This design comes from an exercise in tuning for small area, a short achievable clock period and few clock cycles per item on the open sky130 flow, not from production work.
The RTL was checked by simulation tests, not by an equivalence proof against the original design.

## the baseline
Design cordic_vec_top, start of the top module:
module cordic_vec_top (
    input  logic clk,
    input  logic rst_n,
    input  logic in_valid,
    output logic in_ready,
    input  logic signed [15:0] x_start,
    input  logic signed [15:0] y_start,
    output logic out_valid,
    input  logic out_ready,
    output logic signed [15:0] mag,
    output logic signed [31:0] theta
);
export LEC_CHECK = 0
export ABC_CLOCK_PERIOD_IN_PS = 2000
export CAP_MARGIN = 20
export CORE_MARGIN = 2
export CORE_UTILIZATION = 40
export SETUP_SLACK_MARGIN = 5
export SLEW_MARGIN = 20
create_clock -name core_clock -period 9.0 [get_ports {clk}]
standard.sh (not shown) runs the stock make flow with config.mk's settings and CLKGATE_MAP_FILE= SYNTH_SCRIPT=/design/flow/synth_recipe.tcl, a recipe that flattens the netlist after the stock synthesis.
==> flow/flow/run.sh <==
#!/bin/bash
# Own flow: the standard synthesis and layout (standard.sh), but with the
# post-synthesis / post-CTS / post-route repair_timing aiming at a larger
# setup margin (the clock period and all constraints stay the design's).
set -euo pipefail
MARGIN=$(cat flow/margin.txt)
bash standard.sh synth > synth.log 2>&1
# same make command as standard.sh, with SETUP_SLACK_MARGIN raised
CMD=$(grep '^make ' standard.sh | sed -e 's/"\${@:-finish}"//' -e "s/SETUP_SLACK_MARGIN=[^ ]*//")
eval "$CMD SETUP_SLACK_MARGIN=$MARGIN finish" > layout.log 2>&1
RES=$(ls -d orfs/results/*/cordic_vec_top/base)
: # left out here: write the final layout as DEF
==> flow/flow/margin.txt <==
6
The baseline went all the way through the flow, and no timing, DRC or antenna check failed.
Testbench counts of the baseline, summed over its fixed seeds: cycles 16,136, items 16,000.
Here is what was changed in the inputs of the candidate compared with the baseline.
# the baseline
export LEC_CHECK = 0
export ABC_CLOCK_PERIOD_IN_PS = 2000
export CAP_MARGIN = 20
export CORE_MARGIN = 2
export CORE_UTILIZATION = 40
export SETUP_SLACK_MARGIN = 5
export SLEW_MARGIN = 20
create_clock -name core_clock -period 9.0 [get_ports {clk}]
# the candidate
export LEC_CHECK = 0
export ABC_CLOCK_PERIOD_IN_PS = 2000
export CAP_MARGIN = 20
export CORE_MARGIN = 2
export CORE_UTILIZATION = 60
export PLACE_DENSITY = 0.75
export SETUP_SLACK_MARGIN = 5
export SLEW_MARGIN = 20
create_clock -name core_clock -period 9.0 [get_ports {clk}]
--- outcome ---
The candidate against the baseline: highest clock rate rose by 1.1%; total of cells resized after clock tree synthesis fell by 1; hold slack now larger; final core utilization now sits higher.
Comparing the baseline against the candidate, there is no change at all in post-synthesis adder-cell area fraction.
Going from the baseline to the candidate, placed instance count has decreased, non-clock buffer share of cell area +0.29 points.
The baseline leaves less setup margin than the candidate.
Of the baseline and the candidate, the lower final cycle utilization of the critical path belongs to the candidate.

* * *

the reference run:
cordic_vec_top, a different RTL version from the one above (not shown whole).
Size in the first run: ~3,400 cells after synthesis, ~750 flip-flops, about 86 I/O pins, ~0.044 mm² of cells after synthesis.
Design cordic_vec_top, start of the top module:
module cordic_vec_top (
    input  logic clk,
    input  logic rst_n,
    input  logic in_valid,
    output logic in_ready,
    input  logic signed [15:0] x_start,
    input  logic signed [15:0] y_start,
    output logic out_valid,
    input  logic out_ready,
    output logic signed [15:0] mag,
    output logic signed [31:0] theta
);
export LEC_CHECK = 0
export ABC_CLOCK_PERIOD_IN_PS = 2000
export CAP_MARGIN = 20
export CORE_MARGIN = 2
export CORE_UTILIZATION = 40
export CTS_CLUSTER_DIAMETER = 90
export CTS_CLUSTER_SIZE = 25
export SETUP_SLACK_MARGIN = 5
export SLEW_MARGIN = 20
create_clock -name core_clock -period 9.0 [get_ports {clk}]
==> flow/flow/margin.txt <==
5.9
Scripts as last shown in full above: flow/flow/run.sh
Testbench counts of the reference run, summed over its fixed seeds: cycles 16,136, items 16,000.
Modified inputs, the trial run compared to the reference run
Settings: a change of CTS_CLUSTER_DIAMETER from 90 to 80; a change of CTS_CLUSTER_SIZE from 25 to 20.
==> flow/flow/margin.txt <==
5.8
==> run notes <==
From the reference run to the trial run, die area did not move at all.
Between the trial run and the reference run, portion of the clock cycle consumed by the worst path in the final layout is lower for the reference run, the trial run comes in above that.
Compared the trial run vs the reference run, and routed wire length is down in the trial run.

* * *

garnet:
RTL: one of the versions met above, not the one the previous note started from.
Size in the first run: about 86 I/O pins.
==> flow/design.v (excerpt) <==
module cordic_vec_top (
    input  logic clk,
    input  logic rst_n,
    input  logic in_valid,
    output logic in_ready,
    input  logic signed [15:0] x_start,
    input  logic signed [15:0] y_start,
    output logic out_valid,
    input  logic out_ready,
    output logic signed [15:0] mag,
    output logic signed [31:0] theta
);
clock: 9.0 ns
lec_check: 0
abc_clock_period_in_ps: 2000
cap_margin: 20
core_margin: 2
core_utilization: 40
cts_cluster_diameter: 100
cts_cluster_size: 30
setup_slack_margin: 5
slew_margin: 20
==> flow/flow/margin.txt <==
6
Scripts as last shown in full above: flow/flow/run.sh
garnet: full flow OK, the timing, DRC and antenna checks passed
Testbench counts of garnet, summed over its fixed seeds: cycles 16,136, items 16,000.
Changes in juniper relative to garnet:
- CTS_CLUSTER_DIAMETER: 100 -> 80
- CTS_CLUSTER_SIZE: 30 -> 20
==> flow/flow/margin.txt <==
6.4
Area: juniper vs garnet -> juniper larger
For juniper, the launching instance or port of the critical path was s1_y[15], unlike garnet, where it was s0_y[15].
juniper ended with more number of antenna diodes than garnet.
In juniper the share of final layout cell area taken by clock buffers and inverters turned out 0.22 points higher than in garnet.
[inputs] delta vs juniper
- a change of ABC_CLOCK_PERIOD_IN_PS from 2000 to 3000
==> flow/flow/margin.txt <==
5.8
Notes after the runs:
The flow did not stop early for delta: all stages ran, and the layout cleared the timing, DRC and antenna checks. juniper ended up with s2_x[16] as its timing endpoint of the critical path; delta ended up with o_theta[9]. For juniper, the worst setup path startpoint was s1_y[15], unlike delta, where it was out_ready. The run with more routed wire is juniper, not delta. delta vs. juniper: synthesized cell count shows no meaningful change; share of the clock period used by the worst path after layout now larger; count of non-filler cells in the finished layout now smaller; routed metal-1 wire length decreased by 5.6% relative to the old numbers.
diff inputs: delta => raven
- changing ABC_CLOCK_PERIOD_IN_PS from 3000 to 2000
==> flow/flow/margin.txt <==
6
## What came out
- raven -> delta: worst hold slack flat
- Summary of raven over delta: area after synthesis flat, total area of multi-input combinational cells went up about 4%, global-route usage grew by 0.30 points, utilization after layout has increased, final setup slack of the worst path +120 ps.
- Compared to delta, raven has slew of the pin with the lowest slew margin 52 ps lower.
- Changes observed in raven relative to delta: final instance area moved up; number of non-clock buffers in the layout grew by 94; fraction of area in registers now smaller.
- The layout overhead on the synthesized area number comes out higher for raven vs delta.

[static timing again, ports no longer ideal]
How much do the figures lean on ideal ports? The routed layouts below were timed once more, with nothing changed but the port constraints.
Step 1 sets driving cells, clkbuf_16 on the clock port and buf_2 on the other inputs (assumed; they add their load-dependent delay and slew).
Step 2, shift: input delay + t, output delay - t, t = (earliest + latest rising clock arrival at the registers) / 2. This alone moves slack from input paths to output paths.
Slacks: ideal ports / drivers / drivers and shift; pairs: ideal ports / drivers.
run | shift t [ns] | setup WS [ns] | hold WS [ns]
the baseline | 0.711 | 5.806 / 5.806 / 5.338 | 0.378 / 0.378 / 0.378
the candidate | 0.678 | 5.841 / 5.828 / 5.360 | 0.412 / 0.412 / 0.412
the reference run | 0.693 | 5.932 / 5.866 / 5.595 | 0.402 / 0.402 / 0.402
the trial run | 0.705 | 5.874 / 5.805 / 5.387 | 0.416 / 0.416 / 0.416
garnet | 0.673 | 5.845 / 5.840 / 5.353 | 0.428 / 0.428 / 0.428
juniper | 0.711 | 5.855 / 5.794 / 5.600 | 0.413 / 0.413 / 0.413
delta | 0.700 | 5.743 / 5.698 / 5.088 | 0.407 / 0.407 / 0.407
raven | 0.689 | 5.867 / 5.825 / 5.296 | 0.410 / 0.410 / 0.410
After both steps setup and hold are still met in every run listed. For delta, which loses most, drivers alone change the setup slack by -0.045 ns; drivers and shift together by -0.655 ns.
